What follows belongs to an exercise in optimizing a design on an open flow for small area; a production flow would make more cautious choices. Where RTL was checked, it was by simulation tests only, not by an equivalence proof against the original. Power is estimated from default activity; no workload was simulated. No driver is modelled on the clock port, so clocking that relies on it looks cheaper here than on a real chip.

==> run a <==
Design FIFO, start of the top module:
module FIFO #(
  parameter DEPTH   = 16,
  parameter DATA_W  = 32
)(
  input         wire              clk,
  input         wire              reset,
  input         wire              push_i,
  input         wire[DATA_W-1:0]  push_data_i,
  input         wire              pop_i,
  output        wire[DATA_W-1:0]  pop_data_o,
  output        wire              full_o,
  output        wire              empty_o
);
  logic [DATA_W-1:0] mem [16];   
  logic [4:0]        cnt;        
  logic              popped;     
  assign full_o  = cnt[4];
  assign empty_o = (cnt == 5'd0);
  wire push_ok = push_i & ~full_o;
  wire pop_ok  = pop_i & ~empty_o;
  wire up      = push_ok & ~pop_ok;
  wire down    = pop_ok & ~push_ok;
  logic [4:0] tog, ones, zeros;   
  always_comb begin
    ones[0]  = 1'b1;
    zeros[0] = 1'b1;
    for (int i = 1; i < 5; i++) begin
      ones[i]  = ones[i-1] & cnt[i-1];
      zeros[i] = zeros[i-1] & ~cnt[i-1];
    end
    tog = ({5{up}} & ones) | ({5{down}} & zeros);
  end
  always_ff @(posedge clk or posedge reset)
    if (reset) begin
      cnt    <= 5'd0;
      popped <= 1'b0;
    end else begin
      cnt    <= cnt ^ tog;
      popped <= pop_ok;
    end
  always_ff @(posedge clk)
    if (push_ok) begin
      mem[0] <= push_data_i;
      for (int i = 1; i < 16; i++)
        mem[i] <= mem[i-1];
    end
  logic [15:0] sel;
  always_comb
    for (int i = 0; i < 16; i++)
      sel[i] = popped & (cnt[3:0] == 4'(i));
  for (genvar b = 0; b < DATA_W; b++) begin : g_rd
    wire [5:0] t;
    wire       x;
    FIFO_aoi222 u_t0 (.a(sel[0]),  .b(mem[0][b]),  .c(sel[1]),  .d(mem[1][b]),  .e(sel[2]),  .f(mem[2][b]),  .y(t[0]));
    FIFO_aoi222 u_t1 (.a(sel[3]),  .b(mem[3][b]),  .c(sel[4]),  .d(mem[4][b]),  .e(sel[5]),  .f(mem[5][b]),  .y(t[1]));
    FIFO_aoi222 u_t2 (.a(sel[6]),  .b(mem[6][b]),  .c(sel[7]),  .d(mem[7][b]),  .e(sel[8]),  .f(mem[8][b]),  .y(t[2]));
    FIFO_aoi222 u_t3 (.a(sel[9]),  .b(mem[9][b]),  .c(sel[10]), .d(mem[10][b]), .e(sel[11]), .f(mem[11][b]), .y(t[3]));
    FIFO_aoi222 u_t4 (.a(sel[12]), .b(mem[12][b]), .c(sel[13]), .d(mem[13][b]), .e(sel[14]), .f(mem[14][b]), .y(t[4]));
    FIFO_nand2  u_t5 (.a(sel[15]), .b(mem[15][b]), .y(t[5]));
    FIFO_nand3  u_x  (.a(t[0]), .b(t[1]), .c(t[2]), .y(x));
  ...
==> module FIFO, before the edit <==
module FIFO #(
  parameter DEPTH   = 16,
  parameter DATA_W  = 32
)(
  input         wire              clk,
  input         wire              reset,
  input         wire              push_i,
  input         wire[DATA_W-1:0]  push_data_i,
  input         wire              pop_i,
  output        wire[DATA_W-1:0]  pop_data_o,
  output        wire              full_o,
  output        wire              empty_o
);
  logic [DATA_W-1:0] mem [16];   
  logic [4:0]        cnt;        
  logic              popped;     
  assign full_o  = cnt[4];
  assign empty_o = (cnt == 5'd0);
  wire push_ok = push_i & ~full_o;
  wire pop_ok  = pop_i & ~empty_o;
  wire up      = push_ok & ~pop_ok;
  wire down    = pop_ok & ~push_ok;
  logic [4:0] tog, ones, zeros;   
  always_comb begin
    ones[0]  = 1'b1;
    zeros[0] = 1'b1;
    for (int i = 1; i < 5; i++) begin
      ones[i]  = ones[i-1] & cnt[i-1];
      zeros[i] = zeros[i-1] & ~cnt[i-1];
    end
    tog = ({5{up}} & ones) | ({5{down}} & zeros);
  end
  always_ff @(posedge clk or posedge reset)
    if (reset) begin
      cnt    <= 5'd0;
      popped <= 1'b0;
    end else begin
      cnt    <= cnt ^ tog;
      popped <= pop_ok;
    end
  always_ff @(posedge clk)
    if (push_ok) begin
      mem[0] <= push_data_i;
      for (int i = 1; i < 16; i++)
        mem[i] <= mem[i-1];
    end
  logic [15:0] sel;
  always_comb
    for (int i = 0; i < 16; i++)
      sel[i] = popped & (cnt[3:0] == 4'(i));
  for (genvar b = 0; b < DATA_W; b++) begin : g_rd
    wire [5:0] t;
    wire       x;
    FIFO_aoi222 u_t0 (.a(sel[0]),  .b(mem[0][b]),  .c(sel[1]),  .d(mem[1][b]),  .e(sel[2]),  .f(mem[2][b]),  .y(t[0]));
    FIFO_aoi222 u_t1 (.a(sel[3]),  .b(mem[3][b]),  .c(sel[4]),  .d(mem[4][b]),  .e(sel[5]),  .f(mem[5][b]),  .y(t[1]));
    FIFO_aoi222 u_t2 (.a(sel[6]),  .b(mem[6][b]),  .c(sel[7]),  .d(mem[7][b]),  .e(sel[8]),  .f(mem[8][b]),  .y(t[2]));
    FIFO_aoi222 u_t3 (.a(sel[9]),  .b(mem[9][b]),  .c(sel[10]), .d(mem[10][b]), .e(sel[11]), .f(mem[11][b]), .y(t[3]));
    FIFO_aoi222 u_t4 (.a(sel[12]), .b(mem[12][b]), .c(sel[13]), .d(mem[13][b]), .e(sel[14]), .f(mem[14][b]), .y(t[4]));
    FIFO_nand2  u_t5 (.a(sel[15]), .b(mem[15][b]), .y(t[5]));
    FIFO_nand3  u_x  (.a(t[0]), .b(t[1]), .c(t[2]), .y(x));
    FIFO_nand4b u_o  (.a_n(x), .b(t[3]), .c(t[4]), .d(t[5]), .y(pop_data_o[b]));
  end
endmodule
==> module FIFO_aoi222, before the edit <==
module FIFO_aoi222 (input wire a, b, c, d, e, f, output wire y);
  assign y = ~((a & b) | (c & d) | (e & f));
endmodule
==> module FIFO_nand2, before the edit <==
module FIFO_nand2 (input wire a, b, output wire y);
  assign y = ~(a & b);
endmodule
==> module FIFO_nand3, before the edit <==
module FIFO_nand3 (input wire a, b, c, output wire y);
  assign y = ~(a & b & c);
endmodule
==> module FIFO_nand4b, before the edit <==
module FIFO_nand4b (input wire a_n, b, c, d, output wire y);
  assign y = ~(~a_n & b & c & d);
endmodule
Settings: LEC_CHECK=0, CAP_MARGIN=5, CORE_MARGIN=2, CORE_UTILIZATION=80, SLEW_MARGIN=5, SYNTH_HIERARCHICAL=1; clock period 5.0 ns.
standard.sh (not shown) runs the stock make flow with config.mk's settings and CLKGATE_MAP_FILE= SYNTH_SCRIPT=/design/flow/synth_recipe.tcl, a recipe that flattens the netlist after the stock synthesis.
==> flow/flow/run.sh <==
#!/bin/bash
set -e
export BUFFER_PORTS_ARGS="-buffer_cell sky130_fd_sc_hd__buf_1"
export CTS_ARGS="-sink_clustering_enable -repair_clock_nets -sink_clustering_size 32 -sink_clustering_max_diameter 100 -buf_list {sky130_fd_sc_hd__clkbuf_16} -root_buf sky130_fd_sc_hd__clkbuf_16 -dont_use_dummy_load"
bash standard.sh > standard.log 2>&1
==> inputs of run b, as changes to run a <==
==> flow/design.v (replaced) <==
module FIFO #(
  parameter DEPTH   = 16,
  parameter DATA_W  = 32
)(
  input         wire              clk,
  input         wire              reset,
  input         wire              push_i,
  input         wire[DATA_W-1:0]  push_data_i,
  input         wire              pop_i,
  output        wire[DATA_W-1:0]  pop_data_o,
  output        wire              full_o,
  output        wire              empty_o
);
  localparam AW = $clog2(DEPTH);
  logic [DATA_W-1:0] mem [DEPTH];   
  logic [AW:0]       cnt;           
  logic              popped;        
  assign full_o  = cnt[AW];
  assign empty_o = (cnt == 0);
  wire push_ok = push_i & ~full_o;
  wire pop_ok  = pop_i & ~empty_o;
  always_ff @(posedge clk or posedge reset)
    if (reset) begin
      cnt    <= '0;
      popped <= 1'b0;
    end else begin
      cnt    <= cnt + {{AW{1'b0}}, push_ok} - {{AW{1'b0}}, pop_ok};
      popped <= pop_ok;
    end
  always_ff @(posedge clk)
    if (push_ok) begin
      mem[0] <= push_data_i;
      for (int i = 1; i < DEPTH; i++)
        mem[i] <= mem[i-1];
    end
  assign pop_data_o = popped ? mem[cnt[AW-1:0]] : '0;
endmodule
==> flow/run.sh (new file) <==
#!/bin/bash
# synth_recipe.tcl (not shown) runs the flow's synth.tcl, then flattens the netlist and writes it again
# the make line also repeats each setting of config.mk as NAME=value (left out here)
make -C /OpenROAD-flow-scripts/flow DESIGN_CONFIG=/design/flow/config.mk WORK_HOME=/design/flow/orfs CLKGATE_MAP_FILE= SYNTH_SCRIPT=/design/flow/synth_recipe.tcl finish
Settings changed: CAP_MARGIN 5 to 20, CORE_UTILIZATION 80 to 40, SLEW_MARGIN 5 to 20, SYNTH_HIERARCHICAL 1 to unset.
removed: flow/flow/run.sh
removed: flow/standard.sh
==> inputs of run c, as changes to run a <==
==> flow/design.v (replaced) <==
module FIFO #(
  parameter DEPTH   = 16,
  parameter DATA_W  = 32
)(
  input         wire              clk,
  input         wire              reset,
  input         wire              push_i,
  input         wire[DATA_W-1:0]  push_data_i,
  input         wire              pop_i,
  output        wire[DATA_W-1:0]  pop_data_o,
  output        wire              full_o,
  output        wire              empty_o
);
  localparam AW = $clog2(DEPTH);
  logic [DATA_W-1:0] mem [DEPTH];   
  logic [AW:0]       cnt;           
  logic              popped;        
  assign full_o  = cnt[AW];
  assign empty_o = (cnt == 0);
  wire push_ok = push_i & ~full_o;
  wire pop_ok  = pop_i & ~empty_o;
  always_ff @(posedge clk or posedge reset)
    if (reset) begin
      cnt    <= '0;
      popped <= 1'b0;
    end else begin
      cnt    <= cnt + {{AW{1'b0}}, push_ok} - {{AW{1'b0}}, pop_ok};
      popped <= pop_ok;
    end
  always_ff @(posedge clk)
    if (push_ok) begin
      mem[0] <= push_data_i;
      for (int i = 1; i < DEPTH; i++)
        mem[i] <= mem[i-1];
    end
  logic [15:0] sel;
  always_comb
    for (int i = 0; i < 16; i++)
      sel[i] = popped & (cnt[AW-1:0] == AW'(i));
  for (genvar b = 0; b < DATA_W; b++) begin : g_rd
    wire [5:0] t;
    wire [1:0] u;
    FIFO_aoi222 u_t0 (.a(sel[0]),  .b(mem[0][b]),  .c(sel[1]),  .d(mem[1][b]),  .e(sel[2]),  .f(mem[2][b]),  .y(t[0]));
    FIFO_aoi222 u_t1 (.a(sel[3]),  .b(mem[3][b]),  .c(sel[4]),  .d(mem[4][b]),  .e(sel[5]),  .f(mem[5][b]),  .y(t[1]));
    FIFO_aoi222 u_t2 (.a(sel[6]),  .b(mem[6][b]),  .c(sel[7]),  .d(mem[7][b]),  .e(sel[8]),  .f(mem[8][b]),  .y(t[2]));
    FIFO_aoi222 u_t3 (.a(sel[9]),  .b(mem[9][b]),  .c(sel[10]), .d(mem[10][b]), .e(sel[11]), .f(mem[11][b]), .y(t[3]));
    FIFO_aoi222 u_t4 (.a(sel[12]), .b(mem[12][b]), .c(sel[13]), .d(mem[13][b]), .e(sel[14]), .f(mem[14][b]), .y(t[4]));
    FIFO_nand2  u_t5 (.a(sel[15]), .b(mem[15][b]), .y(t[5]));
    FIFO_nand3  u_u0 (.a(t[0]), .b(t[1]), .c(t[2]), .y(u[0]));
    FIFO_nand3  u_u1 (.a(t[3]), .b(t[4]), .c(t[5]), .y(u[1]));
    assign pop_data_o[b] = u[0] | u[1];
  end
endmodule
module FIFO_aoi222 (input wire a, b, c, d, e, f, output wire y);
  assign y = ~((a & b) | (c & d) | (e & f));
endmodule
module FIFO_nand2 (input wire a, b, output wire y);
  assign y = ~(a & b);
endmodule
module FIFO_nand3 (input wire a, b, c, output wire y);
  assign y = ~(a & b & c);
endmodule
==> flow/run.sh (new file) <==
#!/bin/bash
# synth_recipe.tcl (not shown) runs the flow's synth.tcl, then flattens the netlist and writes it again
# the make line also repeats each setting of config.mk as NAME=value (left out here)
make -C /OpenROAD-flow-scripts/flow DESIGN_CONFIG=/design/flow/config.mk WORK_HOME=/design/flow/orfs CLKGATE_MAP_FILE= SYNTH_SCRIPT=/design/flow/synth_recipe.tcl finish
Settings changed: CAP_MARGIN 5 to 20, CORE_UTILIZATION 80 to 60, CTS_BUF_LIST set to sky130_fd_sc_hd__clkbuf_4, SLEW_MARGIN 5 to 20.
removed: flow/flow/run.sh
removed: flow/standard.sh
==> inputs of run d, as changes to run a <==
==> flow/design.v (replaced) <==
module FIFO #(
  parameter DEPTH   = 16,
  parameter DATA_W  = 32
)(
  input         wire              clk,
  input         wire              reset,
  input         wire              push_i,
  input         wire[DATA_W-1:0]  push_data_i,
  input         wire              pop_i,
  output        wire[DATA_W-1:0]  pop_data_o,
  output        wire              full_o,
  output        wire              empty_o
);
  logic [DATA_W - 1 : 0] mem [DEPTH - 1 : 0];  
  logic [$clog2(DEPTH) : 0] wp;  
  logic [$clog2(DEPTH) : 0] rp;  
  logic [DATA_W - 1 : 0] data_out;  
  always_ff @(posedge clk or posedge reset)
    begin
      if(reset)
        wp <= 0;
      else if(push_i & ~full_o)
        wp <= wp + 1;
      else
        wp <= wp;
    end
  always_ff @(posedge clk or posedge reset)
    begin
      if(reset)
        rp <= 0;
      else if(pop_i & ~empty_o)
        rp <= rp + 1;
      else
        rp <= rp;
    end
  assign full_o = (wp[$clog2(DEPTH)] != rp[$clog2(DEPTH)] &
                   wp[$clog2(DEPTH) - 1 : 0] == rp[$clog2(DEPTH) - 1 : 0]);
  assign empty_o = (wp == rp);
  always_ff @(posedge clk or posedge reset)
    begin
      if(reset)
        begin
          for(int i =0; i<DEPTH; i++)
            begin
              mem[i] <= 0;
            end
        end
      else if(push_i & ~full_o)
        mem[wp[$clog2(DEPTH) - 1 : 0]] <= push_data_i;
      else
        mem[wp[$clog2(DEPTH) - 1 : 0]] <= mem[wp[$clog2(DEPTH) - 1 : 0]] ;
    end
  always_ff @(posedge clk or posedge reset)
    begin
      if(reset)
        data_out <= 0;
      else if(pop_i & ~empty_o)
        data_out <= mem[rp[$clog2(DEPTH) - 1 : 0]];
      else
        data_out <= 0;
    end
  assign pop_data_o = data_out;
endmodule 
==> flow/run.sh (new file) <==
#!/bin/bash
# synth_recipe.tcl (not shown) runs the flow's synth.tcl, then flattens the netlist and writes it again
# the make line also repeats each setting of config.mk as NAME=value (left out here)
make -C /OpenROAD-flow-scripts/flow DESIGN_CONFIG=/design/flow/config.mk WORK_HOME=/design/flow/orfs CLKGATE_MAP_FILE= SYNTH_SCRIPT=/design/flow/synth_recipe.tcl finish
Settings changed: CAP_MARGIN 5 to 20, CORE_UTILIZATION 80 to 40, SLEW_MARGIN 5 to 20, SYNTH_HIERARCHICAL 1 to unset.
removed: flow/flow/run.sh
removed: flow/standard.sh
==> summary.txt <==
Run status
  – Status: complete, no violations

Finish
  – P&R area growth vs syn: 7.408%

Setup path
  – CP max-delay cell: nor2_4

Power
  – P_clk: 1.88 mW

Yosys
  – Mux share of post-synthesis cell area: 0.05559%

Timing
  – Fmax: 235.9 MHz
the above is filed under run a

==> summary.txt <==
Setup path
  – CP max-delay cell: clkdlybuf4s50_1
  – Crit path buf inv count: 4
  – FF-to-FF path depth: 12

Finish
  – P&R area growth vs syn: 16.00%

Place
  – IO buf count: 69

Run status
  – Status: complete, no violations

Power
  – Power Total: 14.67 mW
  – P_clk: 3.83 mW
  – Seq pwr share: 45.5%

Timing
  – Fmax: 209.1 MHz
  – Final Slew Violations: 0
the above is filed under run b

==> summary.txt <==
Timing
  – Final Slew Violations: 0
  – Clock Skew: 0.01280 ns
  – Fmax: 252.4 MHz

Setup path
  – Top Family by Delay on Critical Path: flip-flops
  – CP max-delay cell: dfrtp_4

Finish
  – P&R area growth vs syn: 12.35%

Yosys
  – Mux share of post-synthesis cell area: 3.749%

Power
  – P_clk: 4.54 mW

Run status
  – Status: complete, no violations

Clock tree
  – Post-CTS sizing: 0
  – Clock Sinks: 554
the above is filed under run d

==> summary.txt <==
Yosys
  – Mux share of post-synthesis cell area: 0%

Global routing
  – Most used routing layer: met2
  – Total global-route track usage: 25.23%

Floorplanning
  – Initial core utilization: 61.05%

Routing
  – Routed WL per cell: 24.63 um

Timing
  – Worst slew pin tran: 0.7993 ns
  – Setup ws final: 0.3969 ns
  – Fmax: 217.2 MHz

Setup path
  – CP max-delay cell: dfrtp_2

Power
  – P_clk: 3.48 mW

Finish
  – P&R area growth vs syn: 18.13%

Run status
  – Status: complete, no violations
the above is filed under run c

No functional check of the RTL was part of run c.

re-timing with driven ports:
No port has a modelled driver above. Below, the same layouts with a new extraction and two added sets of constraints. Step 1: set_driving_cell puts a clkbuf_16 on clk and a buf_2 on each other input, an assumption about the parent block. Step 2 moves the port delays by t, midway between the first and last clock arrival at a register: inputs arrive t later, outputs are due t later. That takes back most of the time a late clock gives input paths. Three values: ideal ports, drivers, drivers and shift; two values: the first two.
run | t (ns) | setup WS [ns] | worst hold slack (ns) | worst setup path at the end | pins driven straight from the clock port
run a | 0.575 | 0.761 / 0.714 / 1.289 | 0.345 / 0.320 / 0.404 | register to output | 1
run b | 0.639 | 0.217 / 0.164 / 0.803 | 0.432 / 0.432 / 0.432 | register to output | 1
run c | 0.807 | 0.397 / 0.348 / 1.155 | 0.420 / 0.420 / 0.420 | register to output | 1
run d | 0.698 | 1.038 / 0.976 / 1.249 | 0.505 / 0.505 / 0.505 | register to register | 1
After both steps setup and hold are still met in every run listed.
